This is an optimization exercise on Yosys and OpenROAD, whose aim is small area, a short achievable clock period and few clock cycles per item, not a production implementation. In this exercise RTL edits were held to simulation tests only and were not proved equivalent to the original. Power and IR drop assume default switching activity.

==> run a <==
==> flow/design.v <==
`timescale 1ns / 1ps
module unsignedDiv #(parameter N = 32)
                    (input valid, CLK, RST, 
                     input [N-1:0] divisor, dividend,
                     output reg ready,
                     output reg [N-1:0] quotient, remainder);
    localparam IDLE = 0, OP = 1, LAST = 2, DONE = 3;    
    localparam CW = $clog2(N);
    reg [1:0] current_state, next_state;
    reg q;
    reg [N-1:0] d, rh, rl;
    reg [CW-1:0] counter;
    reg [N:0] rem;
    reg [N-1:0] rh_temp;
    always @(*) begin
        rem = {rh, rl[N-1]};
        if(rem >= {1'b0, d}) begin
            rh_temp = rem[N-1:0] - d;
            q = 1;
        end
        else begin
            rh_temp = rem[N-1:0];
            q = 0;
        end
    end
    always @(*) begin
        case(current_state) 
            IDLE: next_state = (valid) ? OP : IDLE;
            OP: next_state = (counter < N-2) ? OP : LAST;
            LAST: next_state = DONE;
            DONE: next_state = IDLE;
            default: next_state = IDLE;
        endcase  
    end
    always @(posedge CLK or posedge RST) begin
        if(RST) begin current_state <= IDLE; 
                      counter <= 0; 
                      d <= 0;
                      rh <= 0;
                      rl <= 0;
                      ready <= 1;
                      quotient <= 0;
                      remainder <= 0;
                      end
        else begin
            current_state <= next_state;
            case(current_state)
                IDLE: if(valid) begin
                        d <= divisor;
                        rl <= dividend;
                        rh <= 0;
                        ready <= 0;
                      end
                OP: begin
                        {rh, rl} <= {rh_temp, rl[N-2:0], q};
                        counter <= counter + 1;
                    end
                LAST: begin
                        {rh, rl} <= {rh_temp, rl[N-2:0], q};
                      end
                DONE: begin
                        counter <= 0;
                        quotient <= rl;
                        remainder <= rh;
                        ready <= 1;
                      end
            endcase
        end
    end
endmodule
==> flow/run.sh <==
#!/bin/bash
# synth_recipe.tcl (not shown) runs the flow's synth.tcl, then flattens the netlist and writes it again
# the make line also repeats each setting of config.mk as NAME=value (left out here)
make -C /OpenROAD-flow-scripts/flow DESIGN_CONFIG=/design/flow/config.mk WORK_HOME=/design/flow/orfs CLKGATE_MAP_FILE= SYNTH_SCRIPT=/design/flow/synth_recipe.tcl finish
==> flow/config.mk <==
export PLATFORM = sky130hd
export DESIGN_NAME = unsignedDiv
export DESIGN_NICKNAME = unsignedDiv
export VERILOG_FILES = /design/flow/design.v
export SDC_FILE = /design/flow/constraint.sdc
export NUM_CORES = 4
export LEC_CHECK = 0
export CAP_MARGIN = 20
export CORE_MARGIN = 2
export CORE_UTILIZATION = 40
export SLEW_MARGIN = 20
==> flow/constraint.sdc <==
create_clock -name core_clock -period 3.5 [get_ports {CLK}]
set_input_delay 0.7000 -clock core_clock [delete_from_list [all_inputs] [get_ports {CLK}]]
set_output_delay 0.7000 -clock core_clock [all_outputs]
set_load 0.01 [all_outputs]
==> inputs of run b, as changes to run a <==
==> flow/design.v (replaced) <==
`timescale 1ns / 1ps
module unsignedDiv #(parameter N = 32)
                    (input valid, CLK, RST,
                     input [N-1:0] divisor, dividend,
                     output reg ready,
                     output [N-1:0] quotient, remainder);
    localparam CW = $clog2(N);
    localparam S_WAIT = 2'd0, S_SHIFT = 2'd1, S_RUN = 2'd2;
    reg [1:0] st;
    reg [N-1:0] R, Q, D;
    reg [CW-1:0] cnt, la;
    assign quotient  = Q;
    assign remainder = R;
    function automatic [CW-1:0] lzc(input [N-1:0] x);
        reg [N-1:0] v;
        integer s;
        begin
            v = x;
            for (s = CW - 1; s >= 0; s = s - 1) begin
                lzc[s] = ~|(v >> (N - (1 << s)));
                if (lzc[s]) v = v << (1 << s);
            end
        end
    endfunction
    wire [N:0] bt;           
    genvar gi;
    assign bt[N] = 1'b0;
    generate for (gi = N - 1; gi >= 0; gi = gi - 1) begin : g_bt
        assign bt[gi] = bt[gi+1] | divisor[gi];
    end endgenerate
    wire bz = ~bt[0];
    wire quick = bz | ~|(dividend & ~bt[N:1]);
    wire [CW-1:0] diff = cnt - la;
    function automatic [N:0] psub(input [N-1:0] a, input [N-1:0] b);
        reg [N-1:0] p, g, G, P;
        integer l, i;
        begin
            p = a ^ ~b;
            g = a & ~b;
            G = g; P = p;
            G[0] = g[0] | p[0];      
            for (l = 0; (1 << l) < N; l = l + 1)
                for (i = 0; i < N; i = i + 1)
                    if ((i >> l) & 1) begin
                        G[i] = G[i] | (P[i] & G[((i >> l) << l) - 1]);
                        P[i] = P[i] & P[((i >> l) << l) - 1];
                    end
            psub[N] = G[N-1];                        
            psub[N-1:0] = p ^ {G[N-2:0], 1'b1};
        end
    endfunction
    wire [N:0] sub = psub(R, D);
    wire ge = sub[N];
    always @(posedge CLK or posedge RST) begin
        if (RST) begin
            ready <= 1'b1;
            st <= S_WAIT;
            R <= 0;
            Q <= 0;
        end else if (ready) begin
            if (valid) begin
                ready <= 1'b0;
                R <= dividend;
                Q <= {N{bz}};
                st <= quick ? S_WAIT : S_SHIFT;
            end
        end else begin
            case (st)
                S_WAIT: ready <= 1'b1;
                S_SHIFT: st <= S_RUN;
                default: begin
                    if (ge) R <= sub[N-1:0];
                    Q <= {Q[N-2:0], ge};
                    if (cnt == 0) ready <= 1'b1;
                end
            endcase
        end
    end
    always @(posedge CLK) begin
        if (ready) begin
            D <= divisor;
            cnt <= lzc(divisor);
            la <= lzc(dividend);
        end else if (st == S_SHIFT) begin
            D <= D << diff;
            cnt <= diff;
        end else begin
            D <= D >> 1;
            cnt <= cnt - 1'b1;
        end
    end
endmodule
==> flow/flow/run.sh (new file) <==
#!/bin/bash
set -euo pipefail
export BUFFER_PORTS_ARGS="-buffer_cell sky130_fd_sc_hd__buf_1"
bash standard.sh finish > standard_flow.log 2>&1
==> flow/standard.sh (new file) <==
#!/bin/bash
# synth_recipe.tcl (not shown) runs the flow's synth.tcl, then flattens the netlist and writes it again
# the make line also repeats each setting of config.mk as NAME=value (left out here)
make -C /OpenROAD-flow-scripts/flow DESIGN_CONFIG=/design/flow/config.mk WORK_HOME=/design/flow/orfs CLKGATE_MAP_FILE= SYNTH_SCRIPT=/design/flow/synth_recipe.tcl "${@:-finish}"
==> flow/config.mk (replaced) <==
export PLATFORM = sky130hd
export DESIGN_NAME = unsignedDiv
export DESIGN_NICKNAME = unsignedDiv
export VERILOG_FILES = /design/flow/design.v
export SDC_FILE = /design/flow/constraint.sdc
export NUM_CORES = 4
export LEC_CHECK = 0
export ABC_AREA = 1
export CAP_MARGIN = 0
export CORE_MARGIN = 2
export CORE_UTILIZATION = 70
export SETUP_SLACK_MARGIN = 1.5
export SLEW_MARGIN = 0
removed: flow/run.sh
==> inputs of run c, as changes to run a <==
==> flow/design.v (replaced) <==
`timescale 1ns / 1ps
module unsignedDiv #(parameter N = 32)
                    (input valid, CLK, RST,
                     input [N-1:0] divisor, dividend,
                     output reg ready,
                     output [N-1:0] quotient, remainder);
    localparam CW = $clog2(N);
    localparam S_WAIT = 2'd0, S_SHIFT = 2'd1, S_RUN = 2'd2;
    reg [1:0] st;
    reg [N-1:0] R, Q, D;
    reg [CW-1:0] sh, cnt;
    assign quotient  = Q;
    assign remainder = R;
    function automatic [CW:0] lzc(input [N-1:0] x);
        integer i;
        begin
            lzc = N;
            for (i = 0; i < N; i = i + 1)
                if (x[i]) lzc = N - 1 - i;
        end
    endfunction
    wire [CW:0] lza = lzc(dividend);
    wire [CW:0] lzb = lzc(divisor);
    wire bz = lzb[CW];
    wire quick = bz | (lza > lzb);
    wire [CW:0] diff = lzb - lza;
    wire [N:0] sub = {1'b0, R} - {1'b0, D};
    wire ge = ~sub[N];
    always @(posedge CLK or posedge RST) begin
        if (RST) begin
            ready <= 1'b1;
            st <= S_WAIT;
            R <= 0;
            Q <= 0;
        end else if (ready) begin
            if (valid) begin
                ready <= 1'b0;
                R <= dividend;
                Q <= {N{bz}};
                st <= quick ? S_WAIT : S_SHIFT;
            end
        end else begin
            case (st)
                S_WAIT: ready <= 1'b1;
                S_SHIFT: st <= S_RUN;
                default: begin
                    if (ge) R <= sub[N-1:0];
                    Q <= {Q[N-2:0], ge};
                    if (cnt == 0) ready <= 1'b1;
                end
            endcase
        end
    end
    always @(posedge CLK) begin
        if (ready) begin
            D <= divisor;
            sh <= diff[CW-1:0];
            cnt <= diff[CW-1:0];
        end else if (st == S_SHIFT) begin
            D <= D << sh;
        end else begin
            D <= D >> 1;
            cnt <= cnt - 1'b1;
        end
    end
endmodule
--- a/flow/config.mk
+++ b/flow/config.mk
@@ -8,4 +8,5 @@
 export CAP_MARGIN = 20
 export CORE_MARGIN = 2
 export CORE_UTILIZATION = 40
+export SETUP_SLACK_MARGIN = 0.8
 export SLEW_MARGIN = 20
==> comparison table <==
| metric | run a | run b | run c |
|---|---|---|---|
| Post-Route Utilization | 0.515 | - | 0.579 |
| Layout net count | 1022 | - | 1467 |
| Non-filler instance count after layout | 1205 | - | 1639 |
| Compound-gate portion of the synthesized area | 0.127 | 0.159 | 0.248 |
| Type of origin of the critical path | register | - | input port |
| Number of buffers inserted during clock tree synthesis | 17 | 9 | 9 |
| Length in cells of the worst reg-to-reg path | 11 | - | 13 |
| Clock tree from TritonCTS | yes | - | yes |
| Run status | timing/DRC/antenna clean | aborted with a tool error | timing/DRC/antenna clean |
| Failing step | - | 5_1_grt | - |
| Reg area | 4210 um2 | - | 2690 um2 |
| Leakage power | 4.90 nW | - | 5.27 nW |
| DRC marker count from the first detailed-route iteration | 395 | - | 743 |
| Critical Path Start | rh[21] | - | divisor[11] |
| Count of H-tree levels built during CTS | 4 | 3 | 3 |
| TAP cells | 275 | - | 280 |
Testbench counts of run a, summed over its fixed seeds: cycles 81,600, items 2,400.
Testbench counts of run b, summed over its fixed seeds: cycles 19,213, items 2,400.
Testbench counts of run c, summed over its fixed seeds: cycles 19,213, items 2,400.

what the ideal ports hide:
The results above use ideal ports. As a check the final layouts listed here were re-extracted and re-timed, cells and wires unchanged. Step 1 assumes that a clkbuf_16 drives the clock port and a buf_2 every other input. Step 2 times the ports against the registers' clock, not the clock port: input delays grow and output delays shrink by t, the midpoint of the rising clock arrivals with the driver on. Slacks: no drivers / after step 1 / after step 2; pairs: no drivers / after step 1.
run | t, ns | setup WS [ns] | clock arrival spread, ns | cell pins on the clock port's net
run a | 0.474 | 0.590 / 0.590 / 0.590 | 0.013 / 0.013 | 1
run c | 0.417 | 0.403 / 0.414 / -0.004 | 0.010 / 0.011 | 1
Met with ideal ports but missed after step 2: setup timing in run c. The setup slack of run c, which loses most, moves by +0.011 ns with the drivers and by -0.407 ns with both steps.
